This is an optimization exercise on Yosys and OpenROAD, whose aim is a short achievable clock period and few clock cycles, not a production implementation. The RTL was checked by simulation tests, not by an equivalence proof against the original design. Power figures rest on the tool's default switching activity, not on a simulated workload.

$ cat flow/design.v
module Alu #(parameter N = 32)(
    input [N-1 : 0] A, B,
    input [2:0] sel,
    output reg [N-1 : 0] out,
    output reg zero
);
    always@(*) begin
    case(sel)
        3'b000: out = A & B;
        3'b001: out = A | B;
        3'b010: out = A + B;
        3'b100: out = A - B;
        3'b101: out = A * B;
        3'b110: begin 
                  if(A<B)
                        out = 32'b1;
                  else
                        out = 32'b0;
                end
        default: out = 32'b0;   
    endcase
    end
    always@(*)
    begin
        if(out == 0)
            zero = 1;
        else
            zero = 0;
    end
endmodule
module Alu_decoder(
    input [5:0] funct,
    input [1:0] Alu_op,
    output reg [2:0]  Alu_control
);
    always@(*) begin
        if(Alu_op == 0 )
            Alu_control = 3'b010;  
        else if(Alu_op == 1)
            Alu_control = 3'b100;  
        else if(Alu_op == 2)
        begin
            case(funct)
                6'b100000: Alu_control = 3'b010;  
                6'b100010: Alu_control = 3'b100;  
                6'b101010: Alu_control = 3'b110;  
                6'b011100: Alu_control = 3'b101;  
                default: Alu_control = 3'b010;
            endcase
        end
        else
            Alu_control = 3'b010;
    end
endmodule
module main_decoder(
    input [5:0] opcode,
    output reg mem_write, reg_write,
    output reg reg_dest, alu_src,
    output reg memtoreg, branch, jump,
    output reg [1:0] alu_op
);
    always@(*) begin
        alu_op = 2'b00;
        mem_write = 1'b0;
        reg_write = 1'b0;
        reg_dest = 1'b0;
        alu_src = 1'b0;
        memtoreg = 1'b0;
        branch = 1'b0;
        jump = 1'b0;
        case(opcode)
            6'b000000: begin
                         alu_op = 2'b10;
                         reg_write = 1'b1;
                         reg_dest = 1'b1;
                       end
            6'b100011: begin
                         alu_src = 1'b1;
                         reg_write = 1'b1;
                         memtoreg = 1'b1;
                       end
            6'b101011: begin
                          mem_write = 1'b1;
                          alu_src = 1'b1;
                          memtoreg = 1'b1;
                       end
            6'b000100: begin
                         alu_op = 2'b01;
                         branch = 1'b1; 
                       end
            6'b001000: begin
                         reg_write = 1'b1;
                         alu_src = 1'b1;
                       end
            6'b000010: begin
                         jump = 1'b1;
                       end
            default: begin
                         alu_op = 2'b00;
                         mem_write = 1'b0;
                         reg_write = 1'b0;
                         reg_dest = 1'b0;
                         alu_src = 1'b0;
                         memtoreg = 1'b0;
                         branch = 1'b0;
                         jump = 1'b0;
                     end
        endcase 
    end
endmodule
module controller(
    input [5:0] funct, opcode,
    output mem_write, reg_write,
    output reg_dest, alu_src,
    output memtoreg, jump,
    output pcsrc,
    input zero,
    output [2:0] Alu_control
);
    wire [1:0] Alu_op;
    wire branch;
    main_decoder mde1(
        .opcode(opcode),
        .mem_write(mem_write),
        .reg_write(reg_write),
        .reg_dest(reg_dest),
        .alu_src(alu_src),
        .memtoreg(memtoreg),
        .branch(branch),
        .jump(jump),
        .alu_op(Alu_op)
    );
    Alu_decoder alucont1(
        .funct(funct),
        .Alu_op(Alu_op),
        .Alu_control(Alu_control)
    );
    assign pcsrc = branch & zero;
endmodule
module reg_file(
    input clk, we3, reset,
    input [4:0] A1, A2, A3,
    input [31:0] WD3,
    output reg [31:0] RD1, RD2
);
    reg [31:0] memory [31:0] ;
    integer I ;
    always @(posedge clk or negedge reset)
    begin
    if(reset==0)   
        begin
          for (I = 0 ; I < 32 ; I = I +1)
            begin
              memory[I] <= 32'b0; 
            end
         end
    else if (we3) 
       memory[A3] <= WD3 ;
    end 
    always @*
    begin
       RD1 = memory[A1] ;
       RD2 = memory[A2] ;
    end
endmodule 
module PC #(parameter N = 32)(
    input clk, reset,
    input [N-1:0] Pc_in,
    output reg [N-1:0] Pc_out
);
    always@(posedge clk, negedge reset)
    begin
        if(~reset)
            Pc_out <= 32'b0;
        else
            Pc_out <= Pc_in;
    end
endmodule
module adder(
    input [31:0] a,b,
    output [31:0] c
);
    assign c = a + b;
endmodule
module mux_2N #(parameter N = 2)(
    input  [N-1:0] a0, a1,
    input sel,
    output [N-1:0] y
);
    assign y = sel ? a1 : a0;
endmodule
module left_shifter(
    input [31:0] x,
    output [31:0] y
);
    assign y = x << 2;
endmodule
module sign_ex(
    input [15:0] x,
    output [31:0] y
);
    assign y = {{16{x[15]}}, x};
endmodule
module data_path(
    input clk, reset,
    input reg_write, reg_dest,
    input alu_src, pcsrc,
    input memtoreg, jump,
    input [2:0] Alu_control,
    input [31:0] read_data, instr,
    output [31:0] PC, Alu_Result,
    output [31:0] Witre_data,
    output zero
);
    wire [4:0] Write_reg;
    wire [31:0] SrcA, SrcB;
    wire [31:0] Result, Signlmm;
    wire [31:0] shift_out1, shift_out2;
    wire [31:0] PcBranch, PcPlus4;
    wire [31:0] mux_4out, mux_Pc;
    reg_file regfile1(
        .clk(clk),
        .reset(reset),
        .we3(reg_write),
        .A1(instr[25:21]),
        .A2(instr[20:16]),
        .A3(Write_reg),
        .WD3(Result),
        .RD1(SrcA),
        .RD2(Witre_data)
    );
    left_shifter sh1(
        .x(Signlmm),
        .y(shift_out1)
    );
    left_shifter sh2(
        .x({6'd0 ,instr[25:0]}),
        .y(shift_out2)
    );
    Alu #(.N(32)) ALu1(
        .A(SrcA),
        .B(SrcB),
        .sel(Alu_control),
        .out(Alu_Result),
        .zero(zero)
    );
    sign_ex sign_ex1(
        .x(instr[15:0]),
        .y(Signlmm)
    );
    mux_2N #(.N(32)) mux1(
        .a0(Alu_Result),
        .a1(read_data),
        .sel(memtoreg),
        .y(Result)
    );
    mux_2N #(.N(32)) mux2(
        .a0(Witre_data),
        .a1(Signlmm),
        .sel(alu_src),
        .y(SrcB)
    );
    mux_2N #(.N(5)) mux3(
        .a0(instr[20:16]),
        .a1(instr[15:11]),
        .sel(reg_dest),
        .y(Write_reg)
    );
    mux_2N #(.N(32)) mux4(
        .a0(PcPlus4),
        .a1(PcBranch),
        .sel(pcsrc),
        .y(mux_4out)
    );
    mux_2N #(.N(32)) mux5(
        .a0(mux_4out),
        .a1({PcPlus4[31:28] ,shift_out2[27:0]}),
        .sel(jump),
        .y(mux_Pc)
    );
    adder add1(
        .a(shift_out1),
        .b(PcPlus4),
        .c(PcBranch)
    );
    adder add2(
        .a(PC),
        .b(32'd4),
        .c(PcPlus4)
    );
    PC #(.N(32)) Pcm(
    .clk(clk),
    .reset(reset),
    .Pc_in(mux_Pc),
    .Pc_out(PC)
    );
endmodule
module Mips_Top(
    input clk, reset,
    output [31:0] imem_addr,
    input  [31:0] imem_rdata,
    output        dmem_we,
    output [31:0] dmem_addr,
    output [31:0] dmem_wdata,
    input  [31:0] dmem_rdata
    );
    wire mem_write, reg_write;
    wire reg_dest, alu_src;
    wire memtoreg, jump;
    wire pcsrc, zero;
    wire [2:0] Alu_control;
    wire [31:0] instr;
    wire [31:0] PC;
    wire [31:0] Alu_Result;
    wire [31:0] Witre_data;
    wire [31:0] Read_data;
    data_path datapath(
        .clk(clk),
        .reset(reset),
        .reg_write(reg_write),
        .reg_dest(reg_dest),
        .alu_src(alu_src),
        .pcsrc(pcsrc),
        .memtoreg(memtoreg),
        .jump(jump),
        .Alu_control(Alu_control),
        .read_data(Read_data),
        .instr(instr),
        .PC(PC),
        .Alu_Result(Alu_Result),
        .Witre_data(Witre_data),
        .zero(zero)
    );
    controller controll(
        .funct(instr [5:0]),
        .opcode(instr [31:26]),
        .mem_write(mem_write),
        .reg_write(reg_write),
        .reg_dest(reg_dest),
        .alu_src(alu_src),
        .memtoreg(memtoreg),
        .jump(jump),
        .pcsrc(pcsrc),
        .zero(zero),
        .Alu_control(Alu_control)
    );
    assign imem_addr  = PC;
    assign instr      = imem_rdata;
    assign dmem_we    = mem_write;
    assign dmem_addr  = Alu_Result;
    assign dmem_wdata = Witre_data;
    assign Read_data  = dmem_rdata;
endmodule
$ cat flow/run.sh
#!/bin/bash
# synth_recipe.tcl (not shown) runs the flow's synth.tcl, then flattens the netlist and writes it again
# the make line also repeats each setting of config.mk as NAME=value (left out here)
make -C /OpenROAD-flow-scripts/flow DESIGN_CONFIG=/design/flow/config.mk WORK_HOME=/design/flow/orfs CLKGATE_MAP_FILE= SYNTH_SCRIPT=/design/flow/synth_recipe.tcl finish
$ cat flow/config.mk
export PLATFORM = sky130hd
export DESIGN_NAME = Mips_Top
export DESIGN_NICKNAME = Mips_Top
export VERILOG_FILES = /design/flow/design.v
export SDC_FILE = /design/flow/constraint.sdc
export NUM_CORES = 4
export LEC_CHECK = 0
export CAP_MARGIN = 20
export CORE_MARGIN = 2
export CORE_UTILIZATION = 25
export PLACE_DENSITY = 0.45
export SETUP_SLACK_MARGIN = 0.5
export SLEW_MARGIN = 20
$ cat flow/constraint.sdc
create_clock -name core_clock -period 17.0 [get_ports {clk}]
set_input_delay 3.4000 -clock core_clock [delete_from_list [all_inputs] [get_ports {clk}]]
set_output_delay 3.4000 -clock core_clock [all_outputs]
set_load 0.01 [all_outputs]
==> summary.md <==
| Metric | Value |
|---|---|
| Status | complete, no violations |
| Area growth from synthesis to layout | 26.5% |
| Yosys top cell by area | dfrtp_1 |
| First-pass GRT wire length | approximately 630 mm |
| Post-Syn Area | between 0.07 and 0.08 mm² |
| Grt total ovfl | 0 |
| Clk buf depth | 3 |
| Highest Clock Rate | 0.0610 GHz |
| Final nets | 10000 |
| Worst R2R Setup Slack | around 5.5 ns |
| Lkg Pwr | ~43 nW |
| Setup slack at placement | -0.369 ns |
| Via count | around 75000 |
| RSZ-0062 raised after global routing | true |
| Min-delay worst type | reg2reg |
| Crit path max-delay cell type | clkdlybuf4s50_1 |
| Port Buffer Count | 160 |
| Kind of critical path | in2out |
| Share of post-route cells with drive strength above 1 | 0.179 |
| Max rail drop VDD | around 0.11 mV |
| Residual DRC count | 0 |
| Netlist cell types | 110 |
| TritonCTS buffer count | 133 |
| CTS Sinks | roughly 1100 |
| Worst hold endpoint | datapath.regfile1.memory[10][16]$_DFFE_PN0P_ |
| Initial Utilization | 0.252 |
| Post-DRT Antenna Nets | 0 |
| Drt wl/cell | 34.6 µm |
| Pwr dens | 93.4 mW/mm² |
| GR Util All Layers | 0.301 |
| Vias in the first global route | ~73000 |
| Initial antenna violation count | 32 |
| Most instantiated cells after synthesis | 1357 x nand2_1, 1054 x dfrtp_1, 1012 x o21ai_0 |
| Async set or reset register ratio after synthesis | 1.00 |
| H-tree depth | 4 |
| Hold Fails Final Rpt | 0 |
| Placed Instance Area | ~0.088 mm² |
| Clock latency (worst-skew pair) | 0.85 ns |
| Yosys warnings | 6 |
| Critical path capture point type | output pin |
| Final Util | 0.318 |
| Share of the synthesized area in the top cell type | 0.356 |
| Largest net degree at the start of global routing | ~160 |
| Design Area, Final | 0.0938 mm² |
| Startpoint type of the worst setup path | input port |
| Post-synth top flop | dfrtp_1 |
| Final worst slack | around 0.59 ns |
| Critical path startpoint | imem_rdata[19] |
| R2R Path End | datapath.Pcm.Pc_out[30]$_DFF_PN0_ |
| Post-synth EDFFs | 0 |
| Clock-pin slew on the worst setup and hold paths | roughly 0.060 ns |
| Initial DRC count | 10200 |
| Max-cap violations | 0 |
| R2R cell count | 40 |
| Routability-driven placement congestion ratio | around 1 |
| Reg-to-Reg Start | datapath.regfile1.memory[12][8]$_DFFE_PN0P_ |
| CP required | 13.60 ns |
| Synthesized instance count | between 8000 and 9000 |
| Core area | around 0.3 mm² |
| Sequential-to-total area share from yosys stat | 0.356 |
| Yosys reg bits | between 1000 and 1500 |
| Hold-fix buffers, CTS | 0 |
| Largest cells by area after synthesis | dfrtp_1 36%, fa_1 11%, nand2_1 6.9% |
| Die area | about 0.30 mm² |
| Worst Tran Pin Value | 1.28 ns |
| Rows | 199 |
| CTS root buffer | clkbuf_16 |
| Dpl hpwl | about 340 mm |
| Die width | about 550 µm |
| Crit path top cell by count | buf_4 |
| Initial DRT Pass Iterations | 6 |
| Crit-path max FO | 8 |
| Worst Hold Launch | datapath.regfile1.memory[10][16]$_DFFE_PN0P_ |
| Die H | around 550 µm |
| Period utilisation layout | 0.965 |
| Vias per inst | 5.63 |
| Clock Skew | approximately 0.039 ns |
| Aggregate routed wire length | roughly 460 mm |
| CTS tree | built |
| Syn Area/Cell | 8.60 µm² |
| Fin crit period | between 15 and 20 ns |
| # setup viols final | 0 |
| Num ports | about 160 |
| Cells on Worst Hold Path | 2 |
| CP max stage delay | approximately 0.6 ns |
| Fin. max-slew vios | 0 |
| Worst EP arrival | around 13 ns |
| Most numerous cell in the Yosys netlist | nand2_1 |
| Slew margin rel. | 0.137 |
-- power by group --
group	total (mW)	leakage [nW]	internal, mW	switching [mW]
Sequential	3.06	14.5	2.76	0.303
Combinational	2.62	25.9	0.935	1.69
Clock	3.08	2.27	1.80	1.28
Total	8.76	42.6	5.49	3.27
-- per-stage QoR --
step	hold slack (ns)	std cells	total power, mW	setup TNS, ns
after floorplan	0.455	8627	4.21	0
after global placement	0.479	13100	5.62	-2.11
after detailed placement	0.487	13100	5.64	-1.32
after CTS	0.500	13300	8.72	0
after global routing	0.521	13300	9.08	0
final	0.497	13300	8.76	0
-- final cells by class --
type	count	area, µm²
Clock buffer	184	3820
Antenna cell	15	37.5
Tap cell	3919	4900
Fill cell	30800	201000
Clock inverter	55	815
Multi-Input combinational cell	6214	43300
Sequential cell	1054	26400
Inverter	656	2470
Timing Repair Buffer	1248	12000
-- cells by family after synthesis --
| kind of cell | after synthesis | synth area share |
|---|---|---|
| mux | 172 | 0.0251 |
| compound gates | 2239 | 0.191 |
| simple gates | 3032 | 0.186 |
| other cells | 1 | 0.0000506 |
| flops | 1054 | 0.356 |
| xor+xnor | 141 | 0.0185 |
| fa+ha+maj | 627 | 0.147 |
| buf+inv | 1360 | 0.0758 |
-- registers in the layout, summed over array words and instances, names as in the netlist --
signal                    flops
datapath.Pcm.Pc_out          30
datapath.regfile1.memory   1024
-- placed cells by master, fill, tap and decap left out, types with 22 or more instances in the layout --
| cell | Yosys | final |
|---|---|---|
| nand2_1 | 1357 | 1354 |
| dfrtp_1 | 1054 | 1054 |
| o21ai_0 | 1012 | 1001 |
| buf_4 | 29 | 902 |
| inv_1 | 636 | 634 |
| a22oi_1 | 607 | 605 |
| nor2_1 | 561 | 509 |
| nand3_1 | 430 | 430 |
| fa_1 | 411 | 410 |
| ha_1 | 216 | 216 |
| a21oi_1 | 201 | 191 |
| nand4_1 | 176 | 176 |
| buf_12 | 0 | 175 |
| clkdlybuf4s50_1 | 0 | 138 |
| clkbuf_16 | 0 | 135 |
| and3_1 | 121 | 120 |
| mux2_2 | 106 | 106 |
| xnor2_1 | 104 | 104 |
| nor3_1 | 82 | 74 |
| nor4_1 | 50 | 42 |
| a21o_1 | 41 | 41 |
| mux2i_1 | 65 | 40 |
| nor2_4 | 0 | 39 |
| nand2b_1 | 39 | 38 |
| a22o_1 | 37 | 37 |
| nor2b_1 | 37 | 35 |
| a221oi_1 | 32 | 32 |
| xor2_1 | 26 | 26 |
| clkbuf_8 | 0 | 26 |
| a31oi_1 | 29 | 25 |
| clkbuf_1 | 458 | 23 |
| or3_1 | 34 | 22 |
-- routing by layer --
layer	up-vias	global-route usage	share of wire
li1	31300	-	-
met1	37800	0.382	0.40
met2	4742	0.468	0.44
met3	1325	0.0698	0.093
met4	16	0.172	0.070
met5	-	0.000158	0.00023
-- worst max-delay path by stage --
stage	endpoint	slack [ns]
floorplan	dmem_addr[31]	1.30
detailed placement	dmem_addr[31]	-0.37
global route	dmem_addr[22]	0.35
finish	dmem_addr[22]	0.59
global placement	dmem_addr[31]	-0.46
CTS	dmem_addr[31]	0.44
-- worst max-delay path, delay by kind of cell --
family / cells / cell delay (ns)
adders and majority gates: 9 / 3.45
buffers and inverters: 14 / 2.41
AOI/OAI and AO/OA: 7 / 1.95
and+or+nand+nor: 6 / 1.20
muxes: 1 / 0.29
xor gates and xnor gates: 1 / 0.23
-- timing repair --
item	CTS	global route
gates resized for setup	60	53
setup buffers	19	9
endpoints found under the setup margin	13	15
pin swaps	12	11
gates cloned	1	0
Testbench counts, summed over its fixed seeds: cycles 17,389.

[what the ideal ports hide]
The flow's constraints put no driver on any port. The routed layout listed below was extracted and timed again, unchanged, in two steps.
Step 1 (the two cells are an assumption about what drives the block):
set clk [get_ports {clk}]
set_driving_cell -lib_cell sky130_fd_sc_hd__clkbuf_16 $clk
set_driving_cell -lib_cell sky130_fd_sc_hd__buf_2 [delete_from_list [all_inputs] $clk]
Step 2, shift: input delay + t, output delay - t, t = (earliest + latest rising clock arrival at the registers) / 2. This alone moves slack from input paths to output paths.
a / b / c = ideal ports / drivers / drivers and shift; a / b = the first two.
t (ns): 0.930
slack for setup (ns): 0.594 / 0.468 / 0.468
hold slack, ns: 0.497 / 0.497 / 0.497
worst setup path after step 2: input to output
pins driven straight from the clock port: 1
After both steps setup and hold are still met in this run. The setup slack of this run moves by -0.126 ns with the drivers and by -0.126 ns with both steps.
